From an optimization exercise on the open Yosys and OpenROAD flow, aimed at small area; shortcuts taken in it are not production practice. In this exercise RTL edits were held to simulation tests only and were not proved equivalent to the original. No activity file was given, so power comes from the tool's default toggle rates.

--- flow/run.sh ---
#!/bin/bash
# synth_recipe.tcl (not shown) runs the flow's synth.tcl, then flattens the netlist and writes it again
# the make line also repeats each setting of config.mk as NAME=value (left out here)
make -C /OpenROAD-flow-scripts/flow DESIGN_CONFIG=/design/flow/config.mk WORK_HOME=/design/flow/orfs CLKGATE_MAP_FILE= SYNTH_SCRIPT=/design/flow/synth_recipe.tcl finish
--- flow/config.mk ---
export PLATFORM = sky130hd
export DESIGN_NAME = datapath
export DESIGN_NICKNAME = datapath
export VERILOG_FILES = /design/flow/design.v
export SDC_FILE = /design/flow/constraint.sdc
export NUM_CORES = 4
export LEC_CHECK = 0
export CAP_MARGIN = 20
export CORE_MARGIN = 2
export CORE_UTILIZATION = 40
export PLACE_DENSITY = 0.55
export SLEW_MARGIN = 20
--- flow/constraint.sdc ---
create_clock -name core_clock -period 12.0 [get_ports {clk}]
set_input_delay 2.4000 -clock core_clock [delete_from_list [all_inputs] [get_ports {clk}]]
set_output_delay 2.4000 -clock core_clock [all_outputs]
set_load 0.01 [all_outputs]
--- flow/design.v ---
module alu(
   A,    
   B,    
   op,    
   imm,    
   Out    
   );
   input [16-1:0] A,B;
   input [2:0] op;
   input [3:0] imm;
   output [16-1:0] Out;
   reg [16-1:0] Out; 
   reg [2*16 -1:0] tmp;       
always @(A or B or op or imm)
begin
   case(op)
       3'b000: Out = A + B;
       3'b001: Out = A - B;
       3'b010: Out = A & B;
       3'b011:  Out = A | B;
       3'b100: Out = A << imm;
       3'b101: Out = A >> imm;
       3'b110: Out = $signed(A) >>> imm;
       3'b111:  begin
              tmp = {A, A} << imm;
              Out = tmp[2*16 -1:16];              
             end
       default: Out = 0;              
   endcase
end
endmodule
module Reg_File (
	input Clock,
	input Reset,
	input Wen,
	input [4-1:0] RAddr1, 
	input [4-1:0] RAddr2, 
	input [4-1:0] WAddr, 
	input [16-1:0] WData, 
	output [16-1:0] RData1,
	output [16-1:0] RData2
	);
	reg [16-1:0] RegFile[0:15];
	always@(posedge Clock or negedge Reset)
		if(!Reset)
			begin
				RegFile[0]  <= 0;
				RegFile[1]  <= 0;
				RegFile[2]  <= 0;
				RegFile[3]  <= 0;
				RegFile[4]  <= 0;
				RegFile[5]  <= 0;
				RegFile[6]  <= 0;
				RegFile[7]  <= 0;
				RegFile[8]  <= 0;
				RegFile[9]  <= 0;
				RegFile[10]  <= 0;
				RegFile[11]  <= 0;
				RegFile[12]  <= 0;
				RegFile[13]  <= 0;
				RegFile[14]  <= 0;
				RegFile[15]  <= 0;
			end
		else
			RegFile[WAddr] <= ((Wen == 1) && (WAddr != 0)) ? WData : RegFile[WAddr];
	assign RData1 = RegFile[RAddr1];
	assign RData2 = RegFile[RAddr2];
endmodule  
module Control(
  control_input, 
  WriteEn,
  ALUOp
  );
  input [3:0] control_input;
  output WriteEn;
  output [2:0] ALUOp;
  reg WriteEn;
  reg [2:0] ALUOp;
  always@(control_input)
  begin
    WriteEn = control_input[3];
    ALUOp = control_input[2:0];
  end
endmodule
module datapath (
	input		  clk,
	input		  rst,
	input  [16-1:0] Instruction,
	input  [16-1:0] DataInit,
	input		  InitSel,
	output [16-1:0] ALUOut
);
wire		WriteEn;
wire [2:0]	ALUOp;
wire [16-1:0] RData1;
wire [16-1:0] RData2;
wire [16-1:0] WData;
assign WData = InitSel ? ALUOut : DataInit;
Control Control_inst (
		.control_input(Instruction[15:12]),
		.ALUOp(ALUOp),
		.WriteEn(WriteEn)
);
alu alu_inst (
		.A(RData1),
		.B(RData2),
		.op(ALUOp),
		.imm(Instruction[3:0]),
		.Out(ALUOut)
);
Reg_File Reg_File_inst (
		.Clock(clk),
		.Reset(rst),
		.Wen(WriteEn),
		.RAddr1(Instruction[7:4]),
		.RAddr2(Instruction[3:0]),
		.WAddr(Instruction[11:8]),
		.WData(WData),
		.RData1(RData1),
		.RData2(RData2)
);
endmodule  
==> run_results.csv, run 1 <==
group,metric,value,unit
outcome,status,"finished clean",
layout,reg_top3,"Reg_File_inst.RegFile: 256 flops",
placed_design,dp_cells,3185,
worst_setup_path,cp_data_arrival_time,8.72,ns
floorplanning,fp.dieArea,54170,µm²
timing,relSlewSlack,14.36,%
route,routed-via-count,24016,
grt,grt_pass1_wl,172600,µm
timing,finClkSkew,0.02498,ns
timing,hold_viol_final,0,
flow_run,drv_cap,0,
cts,hold_buffers,0,
yosys,yosysSeqAreaShare,30.61,%
yosys,yosysWarnings,4,
cts,cts_resized,0,
floorplanning,ios,51,
yosys,synth_flop_cell,"dfrtp_1",
cts,cts_setup_buffers,0,
grt,grt_max_degree,114,
cts,cts_buffers,28,
worst_setup_path,crit_fanout,46,
timing,fmax,89.93,MHz
cts,clockRootBuffer,"clkbuf_16",
route,via_per_inst,7.408,
floorplanning,rows,83,
floorplanning,die_y,232.7,µm
yosys,syn_inst,2600,
power_and_ir_drop,ir_drop,0.1431,mV
timing,maxSlewViolCount,0,
timing,hold_ws,0.4809,ns
min_path,hold_class,"reg2reg",
yosys,ys_types,102,
yosys,synth-async-reset-ratio,100.0,%
yosys,synth_area_per_cell,8.049,µm²
timing,rsz0062_at_grt,"false",
floorplanning,coreArea,51510,µm²
grt,grt_usage,44.70,%
placed_design,io_buffers,50,
layout,largest_reg_flops,256,
layout,stdcell_count,3242,
placed_design,gp_congestion,1.106,
timing,setup_tns,0,ns
layout,syn_to_final_growth,10.26,%
layout,regMostFlops,"Reg_File_inst.RegFile",
power_and_ir_drop,leakagePower,8.911,nW
grt,overflow,0,
worst_setup_path,worst_setup_path_end_kind,"output port",
worst_setup_path,cp.required,9.60,ns
yosys,syn_area,20930,µm²
floorplanning,start_util,40.63,%
layout,nNetsFinal,2588,
cts,cts.clk_slew.worst_paths,0.07,ns
placed_design,hpwlAfterDp,90440,µm
layout,fillers,5203,
cts,worstSkewPairLatency,0.62,ns
cts,tritoncts,"built",
worst_setup_path,critPathLaunchType,"primary input",
route,antenna_left,0,
timing,fin_crit,11.12,ns
yosys,ys_ff_latch,256,
power_and_ir_drop,power_density,168.6,nW/µm²
yosys,synth_edf_count,0,
floorplanning,die_w,232.7,µm
timing,fin_crit_sh,92.66,%
layout,final_util,44.80,%
yosys,syn_nets,2650,
grt,grt_pass1_vias,22456,
timing,worst_pin_slew,1.277,ns
worst_setup_path,crit_type,"in2out",
cts,clock-sinks,256,
route,firstDrtPassIters,5,
route,drcViolationCount,0,
layout,drive_above_1_share,12.93,%
route,routed_wl,122700,µm
timing,setup_violations,0,
route,drt_iter0_markers,3972,
grt,antenna_found_initial,2,
cts,clock_path_buffers,3,
layout,multiInputGateArea,13380,µm²
layout,register_area,6406,µm²
cts,h-tree-depth,1,
route,wl_per_cell,37.83,µm
==> stage by stage <==
stage / setup slack (ns) / cell area, µm² / total power, mW
6_report: 0.8806 / 23070 / 3.890
5_1_grt: 0.7974 / 23070 / 4.016
4_1_cts: 1.090 / 22970 / 3.806
3_5_place_dp: 1.134 / 22020 / 2.903
3_3_place_gp: 1.175 / 22010 / 2.904
2_1_floorplan: 2.833 / 20930 / 2.191
==> cell usage in the layout, fill, tap and decap left out, types with 29 or more instances in the layout <==
| cell | synthesis | layout |
|---|---|---|
| a221oi_1 | 29 | 29 |
| o21ai_0 | 129 | 129 |
| nand3b_1 | 41 | 41 |
| nor3_1 | 55 | 49 |
| o22ai_1 | 30 | 29 |
| nand3_1 | 99 | 98 |
| a21oi_1 | 244 | 240 |
| nand4_1 | 35 | 35 |
| buf_4 | 11 | 113 |
| nand2_1 | 163 | 162 |
| a211oi_1 | 55 | 55 |
| dfrtp_1 | 256 | 256 |
| mux2i_1 | 65 | 65 |
| nor2_1 | 305 | 295 |
| clkdlybuf4s50_1 | 0 | 41 |
| mux2_2 | 46 | 46 |
| a31oi_1 | 57 | 57 |
| a22oi_1 | 132 | 132 |
==> kinds of logic after synthesis <==
logic type      count (synthesis)  share of synthesized area, %
compound gates                992                         32.66
simple gates                  891                         21.24
buf+inv                       288                         6.260
flops                         256                         30.61
mux                           125                         6.858
xor+xnor                       24                         1.004
fa+ha+maj                      24                         1.363
==> final timing paths <==
path	start	to	slack [ns]	cells past startpoint
worst min register to register	Reg_File_inst.RegFile[0][5]	Reg_File_inst.RegFile[0][5]	0.48	0
worst max-delay path	Instruction[1]	ALUOut[15]	0.88	21
worst max register to register	Reg_File_inst.RegFile[9][0]	Reg_File_inst.RegFile[1][13]	5.51	20
max in group asynchronous	rst	Reg_File_inst.RegFile[2][13]	8.02	3
min in group asynchronous	rst	Reg_File_inst.RegFile[4][14]	1.84	1
worst min-delay path	Reg_File_inst.RegFile[0][5]	Reg_File_inst.RegFile[0][5]	0.48	0
==> layout make-up <==
class                      count  share of cell area, %
antenna                        3                0.03253
clock buffer                  36                  3.384
clock inverter                15                 0.7049
inverter                      33                 0.5368
multi-input combinational   2056                  57.98
sequential                   256                  27.76
tap                          680                  3.687
timing repair buffer         163                  5.910
==> critical path, cell delays in order <==
cell             delay, ns
buf_4                 0.46
buf_4                 0.34
nor3b_1               0.08
buf_4                 0.21
a32o_1                0.23
nor4_1                0.49
a21oi_1               0.41
a2111oi_4             0.45
or4b_4                0.55
or2_2                 0.35
o21ai_0               0.20
xor2_1                0.17
ha_1                  0.31
a21o_1                0.22
a21o_1                0.18
a21oi_1               0.20
o2111a_1              0.21
a211oi_1              0.07
xnor2_1               0.40
a211o_1               0.20
clkdlybuf4s50_1       0.53
==> layer usage <==
metal | up-vias | GRT usage (%) | wire, µm | share of wire [%]
met1 | 11727 | 59.42 | 47880 | 39
met4 | 2 | 27.29 | 9077 | 7.4
met3 | 474 | 12.14 | 15100 | 12
li1 | 9822 | - | - | -
met5 | - | 0 | 12 | 0.0098
met2 | 1991 | 64.30 | 50590 | 41
==> Yosys cell counts (all sizes together) (35+ instances only) <==
master / instances / area share, %
mux2i: 65 / 3.1
nand3b: 41 / 1.5
nand3: 99 / 2.4
nor3: 55 / 1.3
a21oi: 244 / 5.8
nand4: 35 / 1.0
a22oi: 132 / 4.7
a211oi: 55 / 2.0
a31oi: 57 / 1.7
buf: 101 / 2.9
clkbuf: 154 / 2.8
o21ai: 166 / 4.2
dfrtp: 256 / 31
nor2: 305 / 5.5
mux2: 51 / 2.8
nand2: 164 / 3.0
==> report_power, final <==
group / internal, mW / leakage [nW] / total [mW] / switching, mW
registers: 1.07 / 3.11 / 1.46 / 0.391
clock network: 0.505 / 0.464 / 0.906 / 0.401
logic: 0.560 / 5.33 / 1.52 / 0.963
total: 2.14 / 8.91 / 3.89 / 1.75
==> inputs of run 2 (changes only) <==
==> flow/design.v (replaced) <==
module alu(
   input  [15:0] A,      
   input  [15:0] B,      
   input  [2:0]  op,     
   input  [3:0]  imm,    
   output reg [15:0] Out
   );
   reg [31:0] tmp;
always @(*)
begin
   tmp = 32'd0;
   case(op)
       3'd0: Out = A + B;
       3'd1: Out = A - B;
       3'd2: Out = A & B;
       3'd3: Out = A | B;
       3'd4: Out = A << imm;
       3'd5: Out = A >> imm;
       3'd6: Out = $signed(A) >>> imm;
       default: begin
              tmp = {A, A} << imm;
              Out = tmp[31:16];
             end
   endcase
end
endmodule
module Reg_File (
	input         Clock,
	input         Reset,
	input         Wen,
	input  [3:0]  RAddr1,
	input  [3:0]  RAddr2,
	input  [3:0]  WAddr,
	input  [15:0] WData,
	output [15:0] RData1,
	output [15:0] RData2
	);
	reg  [15:0] R [1:15];
	reg  [15:1] valid;
	wire [15:1] wsel;
	wire [15:0] rd1 [0:15];
	wire [15:0] rd2 [0:15];
	assign rd1[0] = 16'd0;
	assign rd2[0] = 16'd0;
	genvar i;
	generate
		for (i = 1; i < 16; i = i + 1) begin : g_reg
			assign wsel[i] = Wen & (WAddr == i);
			always @(posedge Clock or negedge Reset)
				if (!Reset)
					valid[i] <= 1'b0;
				else if (wsel[i])
					valid[i] <= 1'b1;
			always @(posedge Clock)
				if (wsel[i])
					R[i] <= WData;
			assign rd1[i] = rd1[i-1] | ({16{valid[i] & (RAddr1 == i)}} & R[i]);
			assign rd2[i] = rd2[i-1] | ({16{valid[i] & (RAddr2 == i)}} & R[i]);
		end
	endgenerate
	assign RData1 = rd1[15];
	assign RData2 = rd2[15];
endmodule
module Control(
  input  [3:0] control_input,
  output       WriteEn,
  output [2:0] ALUOp
  );
  assign WriteEn = control_input[3];
  assign ALUOp   = control_input[2:0];
endmodule
module datapath (
	input         clk,
	input         rst,
	input  [15:0] Instruction,
	input  [15:0] DataInit,
	input         InitSel,
	output [15:0] ALUOut
);
wire        WriteEn;
wire [2:0]  ALUOp;
wire [15:0] RData1;
wire [15:0] RData2;
wire [15:0] WData;
assign WData = InitSel ? ALUOut : DataInit;
Control Control_inst (
		.control_input(Instruction[15:12]),
		.ALUOp(ALUOp),
		.WriteEn(WriteEn)
);
alu alu_inst (
		.A(RData1),
		.B(RData2),
		.op(ALUOp),
		.imm(Instruction[3:0]),
		.Out(ALUOut)
);
Reg_File Reg_File_inst (
		.Clock(clk),
		.Reset(rst),
		.Wen(WriteEn),
		.RAddr1(Instruction[7:4]),
		.RAddr2(Instruction[3:0]),
		.WAddr(Instruction[11:8]),
		.WData(WData),
		.RData1(RData1),
		.RData2(RData2)
);
endmodule
==> run 2 against run 1 <==
Against the previous run:
- final area shrank 24%
- global-route usage shrank 11 points
- synthesized area shrank 26%
- clock skew shrank 0.0039 ns
- via count fell by 42%
- register-to-register slack better by 0.24 ns
- sequential power decreased by 28%
- wire length is 43% lower
- count of clock-buffer cells in the layout fell by 6
- first-iteration DRC count down 28%
- combinational power is 51% lower
- critical path type unchanged
- critical endpoint unchanged
- largest power group is now sequential cells
- highest routed layer unchanged
==> run_results.csv, run 2 <==
group,metric,value,unit
yosys,synthTopCellsByArea,"edfxtp_1, a22oi_1, mux4_2, and3_1, nand2_1",
timing,timing.final.ws_setup,0.7364,ns
worst_setup_path,r2r_start,"Reg_File_inst.valid[13]",
layout,multiInputGateArea,7393,µm²
worst_setup_path,crit_fanout,22,
timing,relSlewSlack,18.14,%
cts,cts.clk_slew.worst_paths,0.06,ns
min_path,hold_class,"reg2reg",
worst_setup_path,crit_slowest_cell,"nor4bb_1",
floorplanning,start_util,40.78,%
yosys,synth_edf_count,240,
placed_design,dp_slack,1.008,ns
timing,hold_viol_final,0,
cts,hold_buffers,0,
yosys,syn_nets,1459,
yosys,synth_area_per_cell,10.98,µm²
route,via_per_inst,7.125,
grt,grt_max_degree,38,
yosys,synth-xor-area-share,1.362,%
route,routed_wl,69900,µm
power_and_ir_drop,power_density,149.3,nW/µm²
yosys,synth-compound-area-share,18.52,%
route,wl_met2,30360,µm
timing,hold_ws,0.5414,ns
route,wl_per_cell,35.48,µm
flow_run,drv_cap,0,
cts,clock-sinks,255,
yosys,syn_area,15430,µm²
grt,overflow,0,
layout,largest_reg_flops,240,
layout,layout_common_cells,"edfxtp_1, a22oi_1, nand2_1",
worst_setup_path,critPathLaunchType,"primary input",
yosys,synth_top_area_share,46.70,%
floorplanning,die_w,200.4,µm
yosys,synth-async-reset-ratio,5.882,%
layout,syn_to_final_growth,13.35,%
worst_setup_path,crit_type,"in2out",
min_path,holdPathStages,1,
timing,fin_crit_sh,93.86,%
floorplanning,die_y,200.4,µm
layout,reg_top3,"Reg_File_inst.R: 240 flops, Reg_File_inst.valid: 15 flops",
yosys,synth_commonest_cells,"edfxtp_1, a22oi_1, nand2_1",
cts,cts_buffers,26,
route,drt_iter0_markers,2850,
worst_setup_path,rr_endpoint,"Reg_File_inst.R[12][7]",
route,wl_met1,26060,µm
yosys,synth_area_leader_cell,"edfxtp_1",
yosys,synth_top_family_by_area,"simple AND/OR/NAND/NOR gates",
cts,cts_resized,0,
timing,setup_tns,0,ns
timing,maxSlewViolCount,0,
worst_setup_path,critical_path.top_delay_family,"simple AND/OR/NAND/NOR gates",
layout,nNetsFinal,1492,
yosys,synthMuxAreaShare,6.818,%
layout,register_area,7582,µm²
grt,grt_pass1_wl,99800,µm
yosys,yosysWarnings,3,
yosys,ys_ff_latch,255,
floorplanning,coreArea,37840,µm²
min_path,min-delay-start,"Reg_File_inst.valid[14]",
placed_design,gp_congestion,1.012,
yosys,synth_flop_cell,"edfxtp_1",
cts,clock_path_buffers,3,
placed_design,io_buffers,50,
timing,rsz0062_at_grt,"false",
cts,worstSkewPairLatency,0.55,ns
cts,tritoncts,"built",
worst_setup_path,ff2ff_setup_slack,5.75,ns
grt,grt_usage,34.11,%
route,antenna_left,0,
power_and_ir_drop,ir_drop,0.09404,mV
cts,clockRootBuffer,"clkbuf_16",
layout,stdcell_count,1970,
placed_design,dp_cells,1921,
worst_setup_path,cp_data_arrival_time,8.86,ns
layout,final_util,46.23,%
floorplanning,rows,71,
grt,grt_pass1_vias,13632,
yosys,syn_inst,1405,
layout,drive_above_1_share,14.95,%
worst_setup_path,r2r_cells,19,
yosys,ys_types,90,
worst_setup_path,cp_num_buf_inv,2,
worst_setup_path,worst_setup_path_end_kind,"output port",
placed_design,hpwlAfterDp,48980,µm
timing,fin_crit,11.26,ns
yosys,yosysMostFrequentCell,"edfxtp_1",
worst_setup_path,path_depth,18,
outcome,status,"finished clean",
timing,finClkSkew,0.02112,ns
cts,cts_setup_buffers,0,
route,routed-via-count,14036,
layout,regMostFlops,"Reg_File_inst.R",
yosys,synth-adder-area-share,1.848,%
cts,h-tree-depth,1,
layout,fillers,3551,
timing,worst_pin_slew,1.211,ns
route,routed.top_layer,"met5",
worst_setup_path,crit_chain,"clkdlybuf4s50_1 -> nor4bb_1 -> and2_1 -> a22oi_1 -> nand4_1 -> or2_1 -> ha_1 -> nor2b_1 -> o21a_1 -> o21ai_0 -> a211oi_1 -> o31ai_1 -> o21ai_0 -> a31oi_1 -> or2_2 -> mux2i_1 -> o31ai_1 -> clkdlybuf4s50_1",
worst_setup_path,cp.required,9.60,ns
power_and_ir_drop,leakagePower,6.160,nW
timing,fmax,88.78,MHz
timing,setup_violations,0,
yosys,synthSimpleGateAreaFrac,18.75,%
layout,final_common_cell,"edfxtp_1",
worst_setup_path,slowest_delay,1.02,ns
floorplanning,fp.dieArea,40170,µm²
route,wl_met3,8873,µm
floorplanning,ios,51,
route,drcViolationCount,0,
min_path,worstHoldEndpoint,"Reg_File_inst.valid[14]",
route,firstDrtPassIters,6,
yosys,yosysSeqAreaShare,49.13,%
grt,antenna_found_initial,3,
run 2: area by class of cell:
type	count	area share (%)
Antenna cell	1	0.01430
Sequential cell	255	43.34
Inverter	26	0.5579
Tap cell	511	3.655
Multi-Input combinational cell	1020	42.26
Clock buffer	30	4.041
Timing Repair Buffer	109	5.278
Clock inverter	18	0.8511
run 2: where the power goes:
part / switching [mW] / total [mW] / leakage (nW) / internal [mW]
combinational: 0.478 / 0.739 / 3.41 / 0.262
sequential: 0.0251 / 1.05 / 2.34 / 1.03
clock: 0.368 / 0.818 / 0.416 / 0.450
run 2: worst max-delay path by stage:
stage	start	endpoint	slack [ns]
finish	Instruction[4]	ALUOut[15]	0.74
floorplan	Instruction[3]	ALUOut[15]	2.98
detailed placement	Instruction[4]	ALUOut[15]	1.01
global placement	Instruction[2]	ALUOut[12]	1.29
global route	Instruction[4]	ALUOut[15]	0.46
CTS	Instruction[4]	ALUOut[12]	0.99
run 2: stage by stage:
| step | power (mW) | cell area [µm²] |
|---|---|---|
| 4_1_cts | 2.586 | 17490 |
| 6_report | 2.613 | 17490 |
| 3_3_place_gp | 1.786 | 16640 |
| 5_1_grt | 2.686 | 17490 |
| 3_5_place_dp | 1.785 | 16640 |
| 2_1_floorplan | 1.497 | 15430 |
run 2: routing by layer:
metal / GRT usage [%] / vias to the layer above
met5: 0 / -
met4: 17.80 / 2
met3: 9.075 / 302
met2: 52.26 / 1192
met1: 44.47 / 6820
li1: - / 5720
run 2: cell families after synthesis:
kind of cell               Yosys count
AOI/OAI and AO/OA                  382
xor gates and xnor gates            24
adders and majority gates           23
buffers and inverters              130
DFF                                255
muxes                               64
and+or+nand+nor                    527
==> inputs of run 3 (changes only) <==
--- a/flow/design.v
+++ b/flow/design.v
@@ -5,22 +5,38 @@
    input  [3:0]  imm,    
-   output reg [15:0] Out
+   output [15:0] Out
    );
-   reg [31:0] tmp;
-always @(*)
-begin
-   tmp = 32'd0;
-   case(op)
-       3'd0: Out = A + B;
-       3'd1: Out = A - B;
-       3'd2: Out = A & B;
-       3'd3: Out = A | B;
-       3'd4: Out = A << imm;
-       3'd5: Out = A >> imm;
-       3'd6: Out = $signed(A) >>> imm;
-       default: begin
-              tmp = {A, A} << imm;
-              Out = tmp[31:16];
-             end
-   endcase
-end
+   wire        sub = op[0];
+   wire [15:0] bx  = B ^ {16{sub}};
+   wire [15:0] sum = A + bx + {15'd0, sub};
+   wire right = op[1] ^ op[0];           
+   wire rot   = op[1] & op[0];           
+   wire fill  = op[1] & ~op[0] & A[15];  
+   wire [15:0] x0, x1, x2, x3, x4, y;
+   genvar i;
+   generate
+      for (i = 0; i < 16; i = i + 1) begin : g_rev
+         assign x0[i] = right ? A[15-i] : A[i];
+         assign y[i]  = right ? x4[15-i] : x4[i];
+      end
+   endgenerate
+   function [15:0] stage(input [15:0] x, input en, input integer s,
+                         input r, input f);
+      integer k;
+      begin
+         for (k = 0; k < 16; k = k + 1)
+            if (!en)
+               stage[k] = x[k];
+            else if (k >= s)
+               stage[k] = x[k-s];
+            else
+               stage[k] = r ? x[k-s+16] : f;
+      end
+   endfunction
+   assign x1 = stage(x0, imm[0], 1, rot, fill);
+   assign x2 = stage(x1, imm[1], 2, rot, fill);
+   assign x3 = stage(x2, imm[2], 4, rot, fill);
+   assign x4 = stage(x3, imm[3], 8, rot, fill);
+   assign Out = op[2]          ? y :
+                (op[1:0] == 2'd2) ? (A & B) :
+                (op[1:0] == 2'd3) ? (A | B) : sum;
 endmodule
==> run 3 against run 2 <==
Against the previous run:
- worst setup slack better by 0.15 ns
- register-to-register slack better by 0.51 ns
- wire length shrank 19%
- global-route usage is 4.5 points lower
- critical endpoint unchanged
- largest power group unchanged
==> run_results.csv, run 3 <==
group,metric,value,unit
worst_setup_path,crit_slowest_cell,"clkdlybuf4s50_1",
power_and_ir_drop,p_comb_share,24.1,%
floorplanning,ios,51,
power_and_ir_drop,power.share.clock,33.2,%
power_and_ir_drop,power.total,2.461,mW
timing,fin_crit_sh,92.62,%
placed_design,gp_congestion,0.9571,
grt,antenna_found_initial,0,
floorplanning,fp.dieArea,37480,µm²
worst_setup_path,slowest_delay,0.87,ns
layout,fillers,3203,
cts,worstSkewPairLatency,0.56,ns
yosys,synth_top_area_share,50.12,%
cts,tritoncts,"built",
layout,drive_above_1_share,14.86,%
route,via_per_inst,7.038,
cts,cts_resized,0,
route,wl_per_cell,32.76,µm
yosys,syn_inst,1209,
yosys,ys_ff_latch,255,
worst_setup_path,ff2ff_setup_slack,6.26,ns
layout,syn_to_final_growth,13.75,%
route,routed-via-count,12197,
cts,hold_buffers,0,
min_path,hold_class,"reg2reg",
cts,h-tree-depth,1,
yosys,yosysSeqAreaShare,52.73,%
yosys,ys_types,88,
cts,cts_setup_buffers,0,
layout,regMostFlops,"Reg_File_inst.R",
min_path,min-delay-start,"Reg_File_inst.valid[11]",
cts,clock-sinks,255,
floorplanning,coreArea,35480,µm²
grt,grt_max_degree,27,
grt,grt_pass1_vias,11660,
cts,cts.clk_slew.worst_paths,0.06,ns
timing,rsz0062_at_grt,"false",
flow_run,drv_cap,0,
worst_setup_path,critPathLaunchType,"primary input",
timing,fmax,89.98,MHz
yosys,synth_area_per_cell,11.89,µm²
route,firstDrtPassIters,8,
worst_setup_path,r2r_cells,17,
layout,reg_top3,"Reg_File_inst.R: 240 flops, Reg_File_inst.valid: 15 flops",
timing,finClkSkew,0.01555,ns
power_and_ir_drop,swShare,29.97,%
yosys,synth_edf_count,240,
layout,diodes,0,
worst_setup_path,cp.required,9.60,ns
min_path,holdPathStages,1,
timing,hold_viol_final,0,
yosys,yosysMostFrequentCell,"edfxtp_1",
power_and_ir_drop,leakagePower,5.461,nW
yosys,synth-async-reset-ratio,5.882,%
worst_setup_path,r2r_start,"Reg_File_inst.valid[7]",
floorplanning,die_y,193.6,µm
grt,grt_pass1_wl,81630,µm
floorplanning,start_util,40.52,%
cts,clockRootBuffer,"clkbuf_16",
layout,layout_common_cells,"edfxtp_1, a22oi_1, nand2_1",
layout,final_common_cell,"edfxtp_1",
power_and_ir_drop,power.internal,1.723,mW
worst_setup_path,crit_type,"in2out",
timing,setup_tns,0,ns
yosys,synth_commonest_cells,"edfxtp_1, a22oi_1, nand2_1",
timing,worst_pin_slew,1.056,ns
cts,clock_path_buffers,3,
min_path,worstHoldEndpoint,"Reg_File_inst.valid[11]",
placed_design,hpwlAfterDp,38440,µm
yosys,syn_area,14380,µm²
floorplanning,die_w,193.6,µm
worst_setup_path,cp_data_arrival_time,8.71,ns
power_and_ir_drop,switchingPower,0.7373,mW
floorplanning,rows,69,
grt,overflow,0,
timing,fin_crit,11.11,ns
power_and_ir_drop,ir_drop,0.1058,mV
worst_setup_path,worst_setup_path_end_kind,"output port",
grt,grt_usage,29.60,%
power_and_ir_drop,seqPwrFrac,42.7,%
timing,setup_violations,0,
outcome,status,"finished clean",
route,drcViolationCount,0,
yosys,synthTopCellsByArea,"edfxtp_1, a22oi_1, mux4_2, dfrtp_1, and3_1",
yosys,synth_flop_cell,"edfxtp_1",
cts,cts_buffers,27,
yosys,yosysWarnings,3,
layout,largest_reg_flops,240,
timing,relSlewSlack,29.58,%
route,routed_wl,56770,µm
worst_setup_path,rr_endpoint,"Reg_File_inst.R[6][10]",
power_and_ir_drop,power_density,150.4,nW/µm²
yosys,synth_area_leader_cell,"edfxtp_1",
route,drt_iter0_markers,2059,
placed_design,io_buffers,50,
worst_setup_path,crit_fanout,15,
yosys,syn_nets,1261,
layout,nNetsFinal,1304,
route,antenna_left,0,
worst_setup_path,crit_chain,"clkdlybuf4s50_1 -> buf_4 -> and2_1 -> and3_1 -> buf_4 -> a222oi_1 -> nand4_1 -> xnor2_1 -> ha_1 -> a21o_1 -> o21bai_1 -> a21boi_0 -> o21ai_0 -> nor3_1 -> o311a_1 -> nor2_1 -> o311ai_1 -> mux2i_1 -> a311oi_1 -> nor2_1 -> clkdlybuf4s50_1",
timing,maxSlewViolCount,0,
run 3: critical path, delay by kind of cell:
family                     cells  cell delay (ns)
AOI/OAI and AO/OA              8             1.92
xor gates and xnor gates       1             0.10
adders and majority gates      1             0.39
and+or+nand+nor                6             1.77
buffers and inverters          4             2.00
muxes                          1             0.12
run 3: worst max-delay path by stage:
stage                    from  cells past startpoint          to  slack (ns)
3_5_place_dp   Instruction[1]                     22  ALUOut[15]        1.05
3_3_place_gp   Instruction[1]                     21  ALUOut[15]        1.12
6_report       Instruction[1]                     21  ALUOut[15]        0.89
4_1_cts        Instruction[1]                     22  ALUOut[15]        1.04
2_1_floorplan  Instruction[1]                     22  ALUOut[15]        3.01
5_1_grt        Instruction[1]                     22  ALUOut[15]        0.52
run 3: final cells by class:
cell class	count	area [µm²]	area share, %
Clock buffer	33	698.2	4.269
Clock inverter	16	162.7	0.9945
Inverter	23	86.33	0.5278
Multi-Input combinational cell	837	6314	38.60
Sequential cell	255	7582	46.36
Tap cell	461	576.8	3.527
Timing Repair Buffer	108	935.9	5.722
run 3: cell families (layout without fill, tap and decap cells):
family	Yosys count	after routing	synth area share, %
AOI/OAI and AO/OA	363	363	19.90
xor gates and xnor gates	26	26	1.584
adders and majority gates	17	17	1.531
buffers and inverters	117	180	3.942
DFF	255	255	52.73
muxes	55	55	5.543
and+or+nand+nor	376	376	14.77
run 3: stage by stage:
stage	instance area (µm²)	utilization (%)	cells	setup WS, ns	hold WS (ns)
after CTS	16350	46.09	1733	1.044	0.5353
after global routing	16360	46.09	1733	0.5211	0.5686
after detailed placement	15490	43.66	1684	1.052	0.5226
final	16360	46.09	1733	0.8860	0.5478
after floorplan	14380	-	1209	3.015	0.4549
after global placement	15490	43.66	1684	1.118	0.5288
run 3: routing by layer:
layer / part of all wire [%] / vias to the layer above / wire (µm) / GRT usage, %
li1: - / 5028 / - / -
met4: 5.1 / 0 / 2909 / 13.54
met3: 12 / 206 / 6841 / 6.869
met5: 0 / - / 0 / 0
met2: 43 / 953 / 24670 / 44.64
met1: 39 / 6010 / 22350 / 40.61
run 3: power groups by stage:
stage / Clock (mW) / Combinational (mW) / Sequential (mW)
finish: 0.818 / 0.592 / 1.05
global route: 0.858 / 0.631 / 1.05
CTS: 0.826 / 0.578 / 1.05
detailed placement: 0 / 0.576 / 1.07
global placement: 0 / 0.574 / 1.07
floorplan: 0 / 0.370 / 1.05
==> inputs of run 4 (changes only) <==
--- a/flow/config.mk
+++ b/flow/config.mk
@@ -10,2 +10,3 @@
 export CORE_UTILIZATION = 40
+export CTS_BUF_LIST = sky130_fd_sc_hd__clkbuf_4
 export PLACE_DENSITY = 0.55
==> run 4 against run 3 <==
Against the previous run:
- synthesized area stayed put
- critical path type unchanged
- worst setup slack better by 0.0068 ns
- still clean on timing, DRC and antenna
- sequential share of layout area is 0.26 points higher
- total power is 4.3% lower
- sequential power hardly changed
==> run_results.csv, run 4 <==
group,metric,value,unit
outcome,status,"finished clean",
floorplanning,die_w,193.6,µm
floorplanning,coreArea,35480,µm²
route,routed_wl,57380,µm
yosys,synth_area_per_cell,11.89,µm²
layout,drive_above_1_share,18.87,%
timing,setup_violations,0,
yosys,synth_flop_cell,"edfxtp_1",
worst_setup_path,crit_chain,"clkdlybuf4s50_1 -> buf_4 -> and2_1 -> and3_1 -> buf_4 -> a222oi_1 -> nand4_1 -> xnor2_1 -> ha_1 -> a21o_1 -> o21bai_1 -> a21boi_0 -> o21ai_0 -> nor3_1 -> o311a_1 -> nor2_1 -> o311ai_1 -> mux2i_1 -> a311oi_1 -> nor2_1 -> clkdlybuf4s50_1",
layout,nNetsFinal,1343,
worst_setup_path,crit_type,"in2out",
yosys,syn_nets,1261,
power_and_ir_drop,leakagePower,5.515,nW
timing,maxSlewViolCount,0,
worst_setup_path,r2r_start,"Reg_File_inst.valid[7]",
layout,syn_to_final_growth,13.10,%
worst_setup_path,worst_setup_path_end_kind,"output port",
worst_setup_path,cp_data_arrival_time,8.71,ns
worst_setup_path,crit_fanout,15,
yosys,synthTopCellsByArea,"edfxtp_1, a22oi_1, mux4_2, dfrtp_1, and3_1",
worst_setup_path,setup.worst_path.start,"Instruction[1]",
timing,fmax,90.03,MHz
floorplanning,start_util,40.52,%
placed_design,gp_congestion,0.9571,
layout,layout_common_cells,"edfxtp_1, a22oi_1, clkbuf_4",
timing,fin_crit,11.11,ns
yosys,ys_ff_latch,255,
cts,tritoncts,"built",
power_and_ir_drop,power.total,2.354,mW
floorplanning,rows,69,
cts,cts_buffers,66,
timing,finClkSkew,0.04717,ns
min_path,hold_class,"reg2reg",
timing,rsz0062_at_grt,"false",
grt,grt_pass1_wl,82610,µm
worst_setup_path,crit_path_end,"ALUOut[15]",
route,routed-via-count,12384,
worst_setup_path,critPathLaunchType,"primary input",
flow_run,drv_cap,0,
timing,setup_tns,0,ns
worst_setup_path,critical_path.top_delay_family,"buffers and inverters",
placed_design,io_buffers,50,
grt,grt_pass1_vias,11956,
worst_setup_path,r2r_cells,17,
cts,worstSkewPairLatency,0.71,ns
timing,hold_viol_final,0,
power_and_ir_drop,power_density,144.8,nW/µm²
cts,clockRootBuffer,"clkbuf_4",
route,drt_iter0_markers,2156,
yosys,synth-async-reset-ratio,5.882,%
placed_design,place_area,15490,µm²
cts,cts_setup_buffers,0,
yosys,syn_inst,1209,
timing,worst_pin_slew,1.119,ns
yosys,synth_top_area_share,50.12,%
yosys,yosysSeqAreaShare,52.73,%
layout,stdcell_count,1793,
timing,hold_ws,0.5536,ns
yosys,yosysMostFrequentCell,"edfxtp_1",
grt,grt_max_degree,27,
cts,hold_buffers,0,
layout,largest_reg_flops,240,
worst_setup_path,ff2ff_setup_slack,6.30,ns
cts,clock_path_buffers,3,
placed_design,dp_cells,1684,
layout,reg_top3,"Reg_File_inst.R: 240 flops, Reg_File_inst.valid: 15 flops",
route,via_per_inst,6.907,
yosys,yosysWarnings,3,
floorplanning,fp.dieArea,37480,µm²
worst_setup_path,crit_slowest_cell,"clkdlybuf4s50_1",
route,firstDrtPassIters,7,
layout,final_common_cell,"edfxtp_1",
yosys,synth_area_leader_cell,"edfxtp_1",
grt,antenna_found_initial,2,
route,wl_per_cell,32.00,µm
power_and_ir_drop,ir_drop,0.06204,mV
yosys,syn_area,14380,µm²
worst_setup_path,cp.required,9.60,ns
cts,clock-sinks,255,
route,antenna_left,0,
route,drcViolationCount,0,
cts,cts_resized,0,
grt,grt_usage,30.08,%
worst_setup_path,cp_num_buf_inv,4,
timing,relSlewSlack,25.42,%
yosys,ys_types,88,
layout,regMostFlops,"Reg_File_inst.R",
cts,h-tree-depth,3,
worst_setup_path,slowest_delay,0.86,ns
grt,overflow,0,
floorplanning,die_y,193.6,µm
floorplanning,ios,51,
worst_setup_path,path_depth,21,
yosys,synth_edf_count,240,
worst_setup_path,rr_endpoint,"Reg_File_inst.R[7][10]",
placed_design,hpwlAfterDp,38440,µm
layout,fin_area,16260,µm²
timing,fin_crit_sh,92.56,%
yosys,synth_commonest_cells,"edfxtp_1, a22oi_1, nand2_1",
cts,cts.clk_slew.worst_paths,0.06,ns
==> run 4: cell count changes in the layout (fill, tap and decap cells not counted), sizes merged <==
cell,delta
diode,+2
clkinvlp,-2
clkbuf,+62
bufinv,-3
inv,+1
==> run 4: per-stage QoR <==
stage	utilization (%)	setup slack, ns
global placement	43.66	1.118
global route	45.83	0.5031
detailed placement	43.66	1.052
floorplan	-	3.015
finish	45.83	0.8928
CTS	45.81	1.044
==> run 4: cell type report <==
cell class	count	area, µm²
Fill cell	3246	19220
Multi-Input combinational cell	837	6314
Timing Repair Buffer	108	935.9
Sequential cell	255	7582
Clock buffer	95	713.2
Antenna cell	2	5.005
Tap cell	461	576.8
Inverter	23	86.33
Clock inverter	12	50.05
==> run 4: power by group <==
part           total (mW)  switching [mW]  internal [mW]
Clock               0.711           0.350          0.361
Combinational       0.593           0.372          0.221
Sequential           1.05          0.0263           1.02
Total                2.35           0.748           1.61
==> run 4: worst min path at each step <==
| stage | end | slack (ns) | cells after the start | startpoint |
|---|---|---|---|---|
| final | Reg_File_inst.valid[11] | 0.55 | 1 | Reg_File_inst.valid[11] |
| after floorplan | Reg_File_inst.valid[11] | 0.45 | 1 | Reg_File_inst.valid[11] |
| after global routing | Reg_File_inst.valid[11] | 0.57 | 1 | Reg_File_inst.valid[11] |
| after CTS | Reg_File_inst.valid[11] | 0.54 | 1 | Reg_File_inst.valid[11] |
| after global placement | Reg_File_inst.valid[3] | 0.53 | 1 | Reg_File_inst.valid[3] |
| after detailed placement | Reg_File_inst.valid[11] | 0.52 | 1 | Reg_File_inst.valid[11] |
==> run 4: metal layers <==
layer / global-route usage [%] / part of all wire, % / vias to the layer above
met1: 40.66 / 39 / 5988
met3: 8.386 / 13 / 224
met2: 44.64 / 43 / 1026
li1: - / - / 5146
met5: 0 / 0 / -
met4: 14.53 / 5.1 / 0
==> run 4: kinds of logic after synthesis <==
group | Yosys count | synth area share [%]
flops | 255 | 52.73
mux | 55 | 5.543
simple gates | 376 | 14.77
buf+inv | 117 | 3.942
fa+ha+maj | 17 | 1.531
xor+xnor | 26 | 1.584
compound gates | 363 | 19.90
==> inputs of run 5 (changes only) <==
==> flow/flow/run.sh (new file) <==
#!/bin/bash
# Standard synthesis, then an area-oriented re-mapping of the combinational
# logic (registers untouched), then the standard layout with smaller port
# buffers and a clock tree without dummy loads.
set -euo pipefail
W=$(pwd)
R=$W/orfs/results/$FLOW_PLATFORM/datapath/base
LIB=$FLOW_HOME/platforms/$FLOW_PLATFORM/lib/sky130_fd_sc_hd__tt_025C_1v80.lib

bash standard.sh synth > $W/flow_synth.log 2>&1

cp $R/1_2_yosys.v $W/std_synth.v
DU=$(grep -o 'sky130_fd_sc_hd__lpflow[a-z0-9_]*\|sky130_fd_sc_hd__probe[a-z0-9_]*' $FLOW_HOME/platforms/$FLOW_PLATFORM/config.mk | sed 's/^/-dont_use /' | tr '\n' ' ')
sed -e "s#LIBFILE#$LIB#g" -e "s#NETIN#$W/std_synth.v#" -e "s#NETOUT#$W/remap.v#" \
    -e "s#TOPNAME#$FLOW_TOP#g" -e "s#ABCSCRIPT#$W/flow/area.abc#" -e "s#DONTUSE#$DU#" \
    flow/remap.ys > $W/remap_run.ys
yosys -s $W/remap_run.ys > $W/remap_yosys.log 2>&1

cp $W/remap.v $R/1_2_yosys.v
rm -f $R/1_synth.odb $R/1_synth.sdc
touch $R/1_2_yosys.sdc

bash standard.sh finish \
  "BUFFER_PORTS_ARGS=-buffer_cell sky130_fd_sc_hd__buf_2" \
  "CTS_ARGS=-sink_clustering_enable -repair_clock_nets -dont_use_dummy_load" \
  > $W/flow_finish.log 2>&1
==> flow/flow/area.abc (new file) <==
&get -n; &st; &synch2; &nf -a -R 1000; &put
==> flow/flow/remap.ys (new file) <==
# Re-map the combinational logic of the standard synthesis netlist for area.
# Registers are left untouched (same instances, names and cell types).
read_liberty -ignore_miss_func LIBFILE
read_verilog NETIN
hierarchy -top TOPNAME
setattr -mod -set keep_hierarchy 1 sky130_fd_sc_hd__df* sky130_fd_sc_hd__edf* sky130_fd_sc_hd__sdf* sky130_fd_sc_hd__sedf* sky130_fd_sc_hd__dl*
flatten
opt_clean
abc -liberty LIBFILE DONTUSE -script ABCSCRIPT
opt_clean -purge
setundef -zero
splitnets
hilomap -singleton -hicell sky130_fd_sc_hd__conb_1 HI -locell sky130_fd_sc_hd__conb_1 LO
opt_clean -purge
select TOPNAME
stat -liberty LIBFILE
write_verilog -selected -noattr -noexpr -nohex -nodec NETOUT
==> flow/standard.sh (new file) <==
#!/bin/bash
# synth_recipe.tcl (not shown) runs the flow's synth.tcl, then flattens the netlist and writes it again
# the make line also repeats each setting of config.mk as NAME=value (left out here)
make -C /OpenROAD-flow-scripts/flow DESIGN_CONFIG=/design/flow/config.mk WORK_HOME=/design/flow/orfs CLKGATE_MAP_FILE= SYNTH_SCRIPT=/design/flow/synth_recipe.tcl "${@:-finish}"
--- a/flow/config.mk
+++ b/flow/config.mk
@@ -10,3 +10,2 @@
 export CORE_UTILIZATION = 40
-export CTS_BUF_LIST = sky130_fd_sc_hd__clkbuf_4
 export PLACE_DENSITY = 0.55
removed: flow/run.sh
==> run 5 against run 4 <==
Against the previous run:
- count of clock-buffer cells in the layout shrank 69
- hold slack lost 0.033 ns
- maximum frequency shrank 1.3%
- sequential share of layout area grew 4.4 points
- die area shrank 9.7%
- clock power shrank 4.6%
- largest power group unchanged
- non-clock buffer count shrank 5
- flip-flop and latch count is the same
- still clean on timing, DRC and antenna
- critical path depth grew 5
- synthesized cell count shrank 10%
- via count shrank 9.4%
- worst setup slack lost 0.14 ns
==> run_results.csv, run 5 <==
group,metric,value,unit
outcome,status,"finished clean",
timing,hold_ws,0.5201,ns
worst_setup_path,worst_setup_path_end_kind,"output port",
worst_setup_path,cp_data_arrival_time,8.85,ns
grt,overflow,0,
cts,clockRootBuffer,"clkbuf_16",
route,routed-via-count,11219,
worst_setup_path,crit_type,"in2out",
placed_design,hpwlAfterDp,34620,µm
floorplanning,start_util,40.84,%
floorplanning,die_w,183.9,µm
placed_design,dp_slack,0.9405,ns
power_and_ir_drop,ir_drop,0.1168,mV
worst_setup_path,rr_endpoint,"Reg_File_inst.R[5][14]",
layout,largest_reg_flops,240,
floorplanning,ios,51,
grt,grt_usage,30.42,%
timing,setup_tns,0,ns
cts,cts_buffers,26,
grt,grt_pass1_vias,10564,
timing,hold_viol_final,0,
flow_run,drv_cap,0,
cts,cts_resized,0,
power_and_ir_drop,power.share.clock,31.0,%
route,antenna_left,0,
power_and_ir_drop,power.internal,1.551,mW
layout,fin_area,14850,µm²
timing,rsz0062_at_grt,"false",
timing,fmax,88.87,MHz
worst_setup_path,critPathLaunchType,"primary input",
power_and_ir_drop,switchingPower,0.6339,mW
cts,worstSkewPairLatency,0.54,ns
timing,worst_pin_slew,1.140,ns
timing,maxSlewViolCount,0,
yosys,yosysWarnings,3,
power_and_ir_drop,seqPwrFrac,47.7,%
min_path,hold_class,"reg2reg",
layout,final_common_cell,"edfxtp_1",
cts,h-tree-depth,1,
layout,diodes,0,
cts,hold_buffers,0,
timing,fin_crit_sh,93.77,%
grt,grt_pass1_wl,73660,µm
timing,finClkSkew,0.03432,ns
cts,cts.clk_slew.worst_paths,0.06,ns
floorplanning,rows,65,
timing,relSlewSlack,23.20,%
cts,clock-sinks,255,
layout,layout_common_cells,"edfxtp_1, a22oi_1, nor2_1",
route,firstDrtPassIters,6,
yosys,syn_inst,1085,
placed_design,io_buffers,50,
layout,reg_top3,"Reg_File_inst.R: 240 flops, Reg_File_inst.valid: 15 flops",
worst_setup_path,ff2ff_setup_slack,5.67,ns
cts,cts_setup_buffers,0,
grt,antenna_found_initial,4,
cts,clock_path_buffers,3,
layout,drive_above_1_share,12.11,%
min_path,worstHoldEndpoint,"Reg_File_inst.valid[10]",
floorplanning,fp.dieArea,33840,µm²
worst_setup_path,cp.required,9.60,ns
placed_design,place_area,14190,µm²
placed_design,gp_congestion,0.9804,
min_path,min-delay-start,"Reg_File_inst.valid[10]",
worst_setup_path,crit_fanout,22,
layout,nNetsFinal,1251,
yosys,syn_area,12950,µm²
min_path,holdPathStages,1,
power_and_ir_drop,power.total,2.185,mW
cts,tritoncts,"built",
timing,setup_violations,0,
layout,fillers,2883,
timing,timing.final.ws_setup,0.7481,ns
route,wl_per_cell,32.04,µm
power_and_ir_drop,p_comb_share,21.3,%
grt,grt_max_degree,38,
route,via_per_inst,6.942,
worst_setup_path,r2r_start,"Reg_File_inst.valid[10]",
floorplanning,coreArea,31720,µm²
power_and_ir_drop,swShare,29.01,%
power_and_ir_drop,leakagePower,4.963,nW
route,drcViolationCount,0,
worst_setup_path,r2r_cells,23,
power_and_ir_drop,power_density,147.2,nW/µm²
yosys,syn_nets,1120,
yosys,synth_area_per_cell,11.94,µm²
layout,syn_to_final_growth,14.62,%
route,drt_iter0_markers,2108,
layout,regMostFlops,"Reg_File_inst.R",
timing,fin_crit,11.25,ns
route,routed_wl,51780,µm
floorplanning,die_y,183.9,µm
[run 5: area by class of cell]
class                           instances  area (µm²)  share of cell area (%)
Sequential cell                       255        7582                   51.07
Multi-Input combinational cell        818        5418                   36.49
Clock buffer                           26       650.6                   4.382
Timing Repair Buffer                  103       648.1                   4.365
Tap cell                              402       503.0                   3.388
Inverter                               12       45.04                  0.3034
[run 5: through the flow]
step	cells	utilization [%]
floorplan	1085	-
global placement	1590	44.74
detailed placement	1590	44.74
CTS	1616	46.79
global route	1616	46.81
finish	1616	46.81
[run 5: power groups by stage]
stage | sequential, mW | combinational, mW | clock (mW)
final | 1.04 | 0.464 | 0.678
after global placement | 1.06 | 0.453 | 0
after floorplan | 1.05 | 0.284 | 0
after detailed placement | 1.06 | 0.453 | 0
after global routing | 1.04 | 0.502 | 0.716
after CTS | 1.04 | 0.454 | 0.684
[run 5: critical path, cell delays in order]
cell,delay (ns)
buf_2,0.33
clkinv_1,0.48
nor2_1,0.40
and3_1,0.77
buf_4,0.29
a221oi_1,0.09
nand3_1,0.24
xnor2_1,0.17
and2_0,0.23
nor2_1,0.11
and2_0,0.19
nor2b_1,0.16
a21oi_1,0.20
nand2_1,0.08
a31oi_1,0.21
nor2_1,0.08
nor2_1,0.17
o32a_1,0.23
clkinv_1,0.10
maj3_1,0.42
nand2_1,0.12
nand2_1,0.07
a2111oi_0,0.43
a21oi_1,0.08
a21boi_0,0.53
buf_2,0.24
[run 5: metal layers]
metal | part of all wire, % | vias to the layer above | global-route usage, %
met5 | 0 | - | 0
met4 | 4.7 | 0 | 13.57
met3 | 12 | 175 | 6.438
met2 | 45 | 860 | 47.37
met1 | 39 | 5432 | 41.02
li1 | - | 4752 | -
[run 5: worst max path at each step]
| stage | cells past startpoint | slack, ns | start | end |
|---|---|---|---|---|
| 5_1_grt | 28 | 0.38 | Instruction[1] | ALUOut[14] |
| 2_1_floorplan | 22 | 2.38 | Instruction[6] | ALUOut[14] |
| 4_1_cts | 28 | 0.93 | Instruction[1] | ALUOut[14] |
| 3_3_place_gp | 26 | 1.05 | Instruction[1] | ALUOut[14] |
| 6_report | 26 | 0.75 | Instruction[0] | ALUOut[14] |
| 3_5_place_dp | 28 | 0.94 | Instruction[1] | ALUOut[14] |
==> inputs of run 6 (changes only) <==
--- a/flow/design.v
+++ b/flow/design.v
@@ -55,7 +55,3 @@
 	reg  [15:1] valid;
-	wire [15:1] wsel;
-	wire [15:0] rd1 [0:15];
-	wire [15:0] rd2 [0:15];
-	assign rd1[0] = 16'd0;
-	assign rd2[0] = 16'd0;
+	wire [15:1] wsel, s1, s2;
 	genvar i;
@@ -64,2 +60,4 @@
 			assign wsel[i] = Wen & (WAddr == i);
+			assign s1[i]   = valid[i] & (RAddr1 == i);
+			assign s2[i]   = valid[i] & (RAddr2 == i);
 			always @(posedge Clock or negedge Reset)
@@ -72,8 +70,19 @@
 					R[i] <= WData;
-			assign rd1[i] = rd1[i-1] | ({16{valid[i] & (RAddr1 == i)}} & R[i]);
-			assign rd2[i] = rd2[i-1] | ({16{valid[i] & (RAddr2 == i)}} & R[i]);
 		end
 	endgenerate
-	assign RData1 = rd1[15];
-	assign RData2 = rd2[15];
+	function [15:0] rd(input [15:1] s);
+		integer g;
+		reg [15:0] grp;
+		begin
+			rd = 16'd0;
+			for (g = 0; g < 5; g = g + 1) begin
+				grp = ({16{s[3*g+1]}} & R[3*g+1]) |
+				      ({16{s[3*g+2]}} & R[3*g+2]) |
+				      ({16{s[3*g+3]}} & R[3*g+3]);
+				rd = rd | grp;
+			end
+		end
+	endfunction
+	assign RData1 = rd(s1);
+	assign RData2 = rd(s2);
 endmodule
==> flow/flow/run.sh (replaced) <==
#!/bin/bash
# ORFS synthesis with an area-oriented abc script (registers as in the
# standard synthesis), then the standard layout with smaller port buffers
# and a clock tree without dummy loads. Each tool's output goes to its own
# log in this folder (and ORFS's per-step logs under orfs/logs).
set -euo pipefail
W=$(pwd)

bash standard.sh synth \
  SYNTH_SCRIPT=$W/flow/synth.tcl MY_ABC_SCRIPT=$W/flow/area.abc \
  > $W/flow_synth.log 2>&1

bash standard.sh finish \
  "BUFFER_PORTS_ARGS=-buffer_cell sky130_fd_sc_hd__buf_2" \
  "CTS_ARGS=-sink_clustering_enable -repair_clock_nets -dont_use_dummy_load" \
  > $W/flow_finish.log 2>&1
==> flow/flow/synth.tcl (new file) <==
proc synth {args} { yosys synth -nofsm -noshare {*}$args }
proc abc {args} {
  set i [lsearch -exact $args -script]
  if { $i >= 0 && [info exists ::env(MY_ABC_SCRIPT)] } { lset args [expr {$i + 1}] $::env(MY_ABC_SCRIPT) }
  yosys abc {*}$args
}
source $::env(SCRIPTS_DIR)/synth.tcl
# left out here: clear keep_hierarchy, flatten, clean up, hide names made inside functions, write 1_2_yosys.v
removed: flow/flow/remap.ys
==> run 6 against run 5 <==
Against the previous run:
- clock power is 2% higher
- largest cell class unchanged
- clock skew is 0.0052 ns lower
- die area is 3.8% lower
- still clean
- first-iteration DRC count is 17% lower
- via count is 13% lower
- final area is 5.0% lower
- cell count is 12% lower
- largest power group unchanged
==> run_results.csv, run 6 <==
group,metric,value,unit
route,drt_iter0_markers,1753,
min_path,hold_class,"reg2reg",
worst_setup_path,crit_chain,"buf_2 -> clkinv_1 -> nor2_1 -> and3_1 -> a222oi_1 -> nand3_1 -> a211oi_1 -> and2_0 -> a21oi_1 -> fa_1 -> o21ai_0 -> a21oi_1 -> nor2_1 -> a211oi_1 -> o21ai_0 -> a21oi_1 -> xnor2_1 -> nor3_1 -> a2111oi_0 -> a21o_1 -> buf_2",
worst_setup_path,worst_setup_path_end_kind,"output port",
yosys,syn_inst,922,
cts,cts.clk_slew.worst_paths,0.06,ns
cts,clock-sinks,255,
power_and_ir_drop,p_comb_share,21.0,%
floorplanning,fp.dieArea,32540,µm²
route,routed_wl,41990,µm
timing,worst_pin_slew,1.098,ns
yosys,synth-async-reset-ratio,5.882,%
worst_setup_path,cp.required,9.60,ns
flow_run,drv_cap,0,
placed_design,dp_slack,1.902,ns
power_and_ir_drop,switchingPower,0.6199,mW
worst_setup_path,crit_type,"in2out",
timing,maxSlewViolCount,0,
layout,drive_above_1_share,11.08,%
worst_setup_path,critPathLaunchType,"primary input",
worst_setup_path,cp_data_arrival_time,7.76,ns
layout,nNetsFinal,1074,
floorplanning,die_w,180.4,µm
timing,timing.final.ws_setup,1.844,ns
grt,grt_max_degree,34,
cts,h-tree-depth,1,
yosys,synth_commonest_cells,"edfxtp_1, a222oi_1, and3_1",
timing,relSlewSlack,26.74,%
yosys,ys_ff_latch,255,
outcome,status,"finished clean",
placed_design,gp_congestion,0.9062,
timing,hold_viol_final,0,
power_and_ir_drop,ir_drop,0.07711,mV
yosys,syn_nets,974,
power_and_ir_drop,leakagePower,4.720,nW
route,drcViolationCount,0,
route,via_per_inst,6.906,
yosys,synth_area_leader_cell,"edfxtp_1",
cts,cts_resized,0,
route,routed-via-count,9792,
worst_setup_path,crit_slowest_cell,"and3_1",
timing,fin_crit,10.16,ns
power_and_ir_drop,seqPwrFrac,47.4,%
power_and_ir_drop,swShare,28.32,%
floorplanning,ios,51,
timing,rsz0062_at_grt,"false",
layout,largest_reg_flops,240,
worst_setup_path,crit_fanout,16,
grt,grt_usage,24.91,%
timing,setup_violations,0,
layout,layout_common_cells,"edfxtp_1, a222oi_1, and3_1",
route,firstDrtPassIters,10,
timing,fin_crit_sh,84.63,%
yosys,synth_edf_count,240,
power_and_ir_drop,power_density,155.2,nW/µm²
cts,clockRootBuffer,"clkbuf_16",
placed_design,place_area,13400,µm²
timing,finClkSkew,0.02912,ns
layout,fin_area,14110,µm²
power_and_ir_drop,power.internal,1.569,mW
yosys,yosysMostFrequentCell,"edfxtp_1",
yosys,synth_area_per_cell,13.50,µm²
placed_design,dp_cells,1388,
yosys,yosysWarnings,3,
placed_design,io_buffers,50,
layout,reg_top3,"Reg_File_inst.R: 240 flops, Reg_File_inst.valid: 15 flops",
cts,tritoncts,"built",
power_and_ir_drop,power.share.clock,31.6,%
cts,clock_path_buffers,3,
floorplanning,die_y,180.4,µm
floorplanning,rows,64,
worst_setup_path,cpMostUsedCell,"a21oi_1",
floorplanning,start_util,40.68,%
yosys,synth_flop_cell,"edfxtp_1",
grt,overflow,0,
cts,worstSkewPairLatency,0.54,ns
grt,antenna_found_initial,0,
grt,grt_pass1_wl,60840,µm
cts,hold_buffers,0,
yosys,yosysSeqAreaShare,60.94,%
yosys,synthTopCellsByArea,"edfxtp_1, a222oi_1, mux2i_1, and3_1, dfrtp_1",
route,wl_per_cell,29.61,µm
timing,fmax,98.47,MHz
worst_setup_path,slowest_delay,0.79,ns
placed_design,hpwlAfterDp,27570,µm
yosys,synth_top_area_share,57.92,%
floorplanning,coreArea,30590,µm²
layout,syn_to_final_growth,13.38,%
layout,stdcell_count,1418,
yosys,syn_area,12440,µm²
layout,final_common_cell,"edfxtp_1",
grt,grt_pass1_vias,9381,
layout,fillers,2732,
route,antenna_left,0,
layout,regMostFlops,"Reg_File_inst.R",
yosys,ys_types,38,
cts,cts_buffers,27,
cts,cts_setup_buffers,0,
timing,setup_tns,0,ns
## run 6: power groups by stage
| stage | registers, mW | clock network, mW | logic, mW |
|---|---|---|---|
| after detailed placement | 1.06 | 0 | 0.451 |
| after floorplan | 1.05 | 0 | 0.292 |
| after global placement | 1.06 | 0 | 0.449 |
| final | 1.04 | 0.692 | 0.459 |
| after global routing | 1.04 | 0.738 | 0.498 |
| after CTS | 1.04 | 0.702 | 0.452 |
## run 6: worst max-delay path, delay by kind of cell
family	cells	cell delay, ns
compound gates	10	2.45
simple gates	6	1.72
buf+inv	3	0.79
fa+ha+maj	1	0.29
xor+xnor	1	0.14
## run 6: path summary, 6_finish.rpt
check | cells after the start | from | end | slack (ns)
min in group asynchronous | 1 | rst | Reg_File_inst.valid[12] | 1.77
hold / removal | 1 | Reg_File_inst.valid[12] | Reg_File_inst.valid[12] | 0.48
max in group asynchronous | 1 | rst | Reg_File_inst.valid[9] | 9.96
setup reg to reg | 19 | Reg_File_inst.valid[9] | Reg_File_inst.R[9][14] | 6.62
setup / recovery | 21 | Instruction[0] | ALUOut[14] | 1.84
hold reg to reg | 1 | Reg_File_inst.valid[12] | Reg_File_inst.valid[12] | 0.48
## run 6: through the flow
step                      util, %  power (mW)  hold slack, ns
final                       46.12       2.189          0.4824
after global routing        46.11       2.277          0.5105
after CTS                   46.00       2.192          0.4868
after detailed placement    43.80       1.506          0.4719
after global placement      43.73       1.504          0.4661
after floorplan                 -       1.343          0.4493
## run 6: kinds of logic (layout without fill, tap and decap cells)
kind of cell	Yosys count	in the layout	synth area share [%]
compound gates	276	276	18.17
flops	255	255	60.94
mux	75	75	6.224
buf+inv	7	105	0.2112
other cells	0	2	0
xor+xnor	30	30	2.112
simple gates	262	262	10.58
fa+ha+maj	17	17	1.770
## run 6: final cells by class
| type | count | area, µm² | area share [%] |
|---|---|---|---|
| diodes | 2 | 5.005 | 0.03547 |
| clock buffers | 27 | 675.6 | 4.789 |
| inverters | 7 | 26.28 | 0.1862 |
| multi-input cells | 660 | 4905 | 34.76 |
| flip-flops and latches | 255 | 7582 | 53.74 |
| well taps | 396 | 495.5 | 3.512 |
| repair buffers | 71 | 419.2 | 2.971 |
## run 6: layer usage
| metal | vias up | GRT usage (%) | share of wire, % |
|---|---|---|---|
| met1 | 4869 | 35.13 | 42 |
| met2 | 599 | 39.05 | 45 |
| met3 | 80 | 4.648 | 10 |
| met5 | - | 0 | 0 |
| li1 | 4244 | - | - |
| met4 | 0 | 7.839 | 2.8 |
==> inputs of run 7 (changes only) <==
--- a/flow/flow/run.sh
+++ b/flow/flow/run.sh
@@ -13,4 +13,4 @@
 bash standard.sh finish \
-  "BUFFER_PORTS_ARGS=-buffer_cell sky130_fd_sc_hd__buf_2" \
-  "CTS_ARGS=-sink_clustering_enable -repair_clock_nets -dont_use_dummy_load" \
+  "BUFFER_PORTS_ARGS=-buffer_cell sky130_fd_sc_hd__buf_1" \
+  "CTS_ARGS=-sink_clustering_enable -repair_clock_nets -dont_use_dummy_load -buf_list sky130_fd_sc_hd__clkbuf_8 -sink_clustering_size 16 -sink_clustering_max_diameter 60" \
   > $W/flow_finish.log 2>&1
--- a/flow/config.mk
+++ b/flow/config.mk
@@ -7,3 +7,3 @@
 export LEC_CHECK = 0
-export CAP_MARGIN = 20
+export CAP_MARGIN = 10
 export CORE_MARGIN = 2
@@ -11,2 +11,2 @@
 export PLACE_DENSITY = 0.55
-export SLEW_MARGIN = 20
+export SLEW_MARGIN = 10
==> run 7 against run 6 <==
Against the previous run:
- still clean on timing, DRC and antenna
- maximum frequency down 3.8%
- die area unchanged
- sequential share of layout area up 1.8 points
- worst setup slack worse by 0.41 ns
- clock skew up 0.051 ns
- utilization down 1.5 points
- count of clock-buffer cells in the layout down 3
==> run_results.csv, run 7 <==
group,metric,value,unit
cts,cts_resized,0,
route,wl_per_cell,29.32,µm
cts,hold_buffers,0,
layout,regMostFlops,"Reg_File_inst.R",
cts,worstSkewPairLatency,0.58,ns
power_and_ir_drop,power.total,1.941,mW
grt,grt_pass1_wl,60150,µm
layout,layout_common_cells,"edfxtp_1, a222oi_1, and3_1",
yosys,yosysMostFrequentCell,"edfxtp_1",
route,drcViolationCount,0,
yosys,yosysWarnings,3,
layout,drive_above_1_share,5.714,%
yosys,synth_top_area_share,57.92,%
worst_setup_path,crit_fanout,16,
yosys,ys_types,38,
grt,grt_usage,24.67,%
layout,largest_reg_flops,240,
cts,cts_setup_buffers,0,
timing,setup_violations,0,
outcome,status,"finished clean",
yosys,syn_area,12440,µm²
yosys,synth_area_leader_cell,"edfxtp_1",
cts,tritoncts,"built",
layout,multiInputGateArea,4880,µm²
timing,maxSlewViolCount,0,
worst_setup_path,cp_data_arrival_time,8.16,ns
layout,final_common_cell,"edfxtp_1",
cts,cts.clk_slew.worst_paths,0.06,ns
min_path,worstHoldEndpoint,"Reg_File_inst.valid[10]",
timing,fin_crit_sh,88.02,%
yosys,synthTopCellsByArea,"edfxtp_1, a222oi_1, mux2i_1, and3_1, dfrtp_1",
cts,clock-sinks,255,
grt,overflow,0,
flow_run,drv_cap,0,
placed_design,io_buffers,50,
route,drt_iter0_markers,1591,
floorplanning,coreArea,30590,µm²
worst_setup_path,r2r_cells,19,
min_path,min-delay-start,"Reg_File_inst.valid[10]",
placed_design,gp_congestion,0.8973,
worst_setup_path,r2r_start,"Reg_File_inst.valid[9]",
route,routed-via-count,9638,
grt,grt_pass1_vias,9259,
cts,h-tree-depth,1,
route,firstDrtPassIters,10,
timing,fmax,94.68,MHz
floorplanning,ios,51,
placed_design,hpwlAfterDp,27510,µm
timing,hold_viol_final,0,
timing,rsz0062_at_grt,"false",
floorplanning,die_w,180.4,µm
timing,setup_tns,0,ns
power_and_ir_drop,power_density,142.2,nW/µm²
yosys,yosysSeqAreaShare,60.94,%
worst_setup_path,worst_setup_path_end_kind,"output port",
floorplanning,start_util,40.68,%
timing,relSlewSlack,17.19,%
layout,reg_top3,"Reg_File_inst.R: 240 flops, Reg_File_inst.valid: 15 flops",
cts,cts_buffers,24,
min_path,hold_class,"reg2reg",
floorplanning,rows,64,
yosys,synth_area_per_cell,13.50,µm²
timing,worst_pin_slew,1.241,ns
yosys,synth_edf_count,240,
worst_setup_path,rr_endpoint,"Reg_File_inst.R[11][14]",
cts,clockRootBuffer,"clkbuf_8",
yosys,ys_ff_latch,255,
worst_setup_path,ff2ff_setup_slack,6.51,ns
yosys,synth_flop_cell,"edfxtp_1",
worst_setup_path,crit_type,"in2out",
worst_setup_path,critPathLaunchType,"primary input",
route,antenna_left,0,
layout,nNetsFinal,1069,
power_and_ir_drop,ir_drop,0.06854,mV
worst_setup_path,cp.required,9.60,ns
route,routed_wl,41410,µm
min_path,holdPathStages,1,
layout,register_area,7582,µm²
layout,fillers,2829,
layout,syn_to_final_growth,9.673,%
floorplanning,fp.dieArea,32540,µm²
grt,grt_max_degree,34,
cts,clock_path_buffers,3,
route,via_per_inst,6.826,
power_and_ir_drop,leakagePower,4.400,nW
grt,antenna_found_initial,0,
timing,finClkSkew,0.08057,ns
yosys,syn_nets,974,
yosys,synth_commonest_cells,"edfxtp_1, a222oi_1, and3_1",
floorplanning,die_y,180.4,µm
timing,fin_crit,10.56,ns
yosys,synth-async-reset-ratio,5.882,%
yosys,syn_inst,922,
==> run 7: changes by cell type in the layout (fill, tap and decap cells not counted), sizes merged <==
cell and delta:
buf -2, diode -1, clkbuf -3
==> run 7: kinds of logic after synthesis <==
family                     synth area share (%)
and+or+nand+nor                           10.58
xor gates and xnor gates                  2.112
adders and majority gates                 1.770
DFF                                       60.94
muxes                                     6.224
AOI/OAI and AO/OA                         18.17
buffers and inverters                    0.2112
==> run 7: area by class of cell <==
| class | instances | area share, % |
|---|---|---|
| flip-flops and latches | 255 | 55.56 |
| clock buffers | 24 | 2.420 |
| multi-input cells | 660 | 35.76 |
| repair buffers | 69 | 2.420 |
| well taps | 396 | 3.631 |
| inverters | 7 | 0.1925 |
| diodes | 1 | 0.01834 |
==> run 7: worst max path at each step <==
| stage | end | depth (start not counted) | slack [ns] | start |
|---|---|---|---|---|
| floorplan | ALUOut[14] | 19 | 3.43 | Instruction[0] |
| global placement | ALUOut[14] | 21 | 1.80 | Instruction[0] |
| detailed placement | ALUOut[14] | 21 | 1.60 | Instruction[0] |
| CTS | ALUOut[14] | 21 | 1.57 | Instruction[0] |
| global route | ALUOut[14] | 21 | 0.93 | Instruction[0] |
| finish | ALUOut[14] | 21 | 1.44 | Instruction[0] |
==> run 7: routing by layer <==
metal  vias up  part of all wire [%]  track usage (%)
li1       4220                     -                -
met3        65                    10            4.244
met5         -                     0                0
met4         0                   2.8            7.452
met1      4822                    41            33.93
met2       531                    46            40.14
==> run 7: report_power, final <==
group | switching, mW | internal [mW] | total, mW
registers | 0.0116 | 1.02 | 1.04
logic | 0.309 | 0.147 | 0.456
clock network | 0.270 | 0.178 | 0.448
total | 0.591 | 1.35 | 1.94
==> run 7: critical path, stage by stage <==
cell and delay, ns:
buf_1 0.39, clkinv_1 0.57, nor2_1 0.47, and3_1 0.83
a222oi_1 0.26, nand3_1 0.19, a211oi_1 0.06, and2_0 0.21
a21oi_1 0.35, fa_1 0.29, o21ai_0 0.18, a21oi_1 0.26
nor2_1 0.07, a211oi_1 0.37, o21ai_0 0.16, a21oi_1 0.19
xnor2_1 0.14, nor3_1 0.06, a2111oi_0 0.43, a21o_1 0.14
buf_1 0.15
==> run 7: metrics by stage <==
stage          hold slack [ns]  cell area [µm²]  util [%]  std cells  worst slack (ns)
6_report                0.4866            13650     44.61       1412             1.438
2_1_floorplan           0.4493            12440         -        922             3.433
5_1_grt                 0.5014            13640     44.60       1411            0.9315
3_3_place_gp            0.4670            13310     43.53       1387             1.799
3_5_place_dp            0.4725            13310     43.53       1387             1.598
4_1_cts                 0.4870            13640     44.60       1411             1.569

## separate check: timing with driven ports
Ports are ideal in the flow. The routed layouts listed here were re-timed in OpenROAD. Step 1 assumes that a clkbuf_16 drives the clock port and a buf_2 every other input. Step 2, shift: input delay + t, output delay - t, t = (earliest + latest rising clock arrival at the registers) / 2. This alone moves slack from input paths to output paths. Three values: ideal ports, drivers, drivers and shift; two values: the first two.
| run | t (ns) | slack for setup (ns) | slew at the worst register clock pin (ns) |
|---|---|---|---|
| run 1 | 0.671 | 0.881 / 0.855 / 0.855 | 0.07 / 0.07 |
| run 2 | 0.591 | 0.736 / 0.712 / 0.712 | 0.08 / 0.08 |
| run 3 | 0.601 | 0.886 / 0.853 / 0.853 | 0.06 / 0.06 |
| run 4 | 0.738 | 0.893 / 0.860 / 0.860 | 0.08 / 0.08 |
| run 5 | 0.575 | 0.748 / 0.717 / 0.717 | 0.06 / 0.06 |
| run 6 | 0.576 | 1.844 / 1.807 / 1.807 | 0.06 / 0.06 |
| run 7 | 0.591 | 1.438 / 1.398 / 1.398 | 0.11 / 0.11 |
After both steps every run listed still meets setup and hold. For run 7, which loses most, drivers alone change the setup slack by -0.040 ns; drivers and shift together by -0.040 ns.
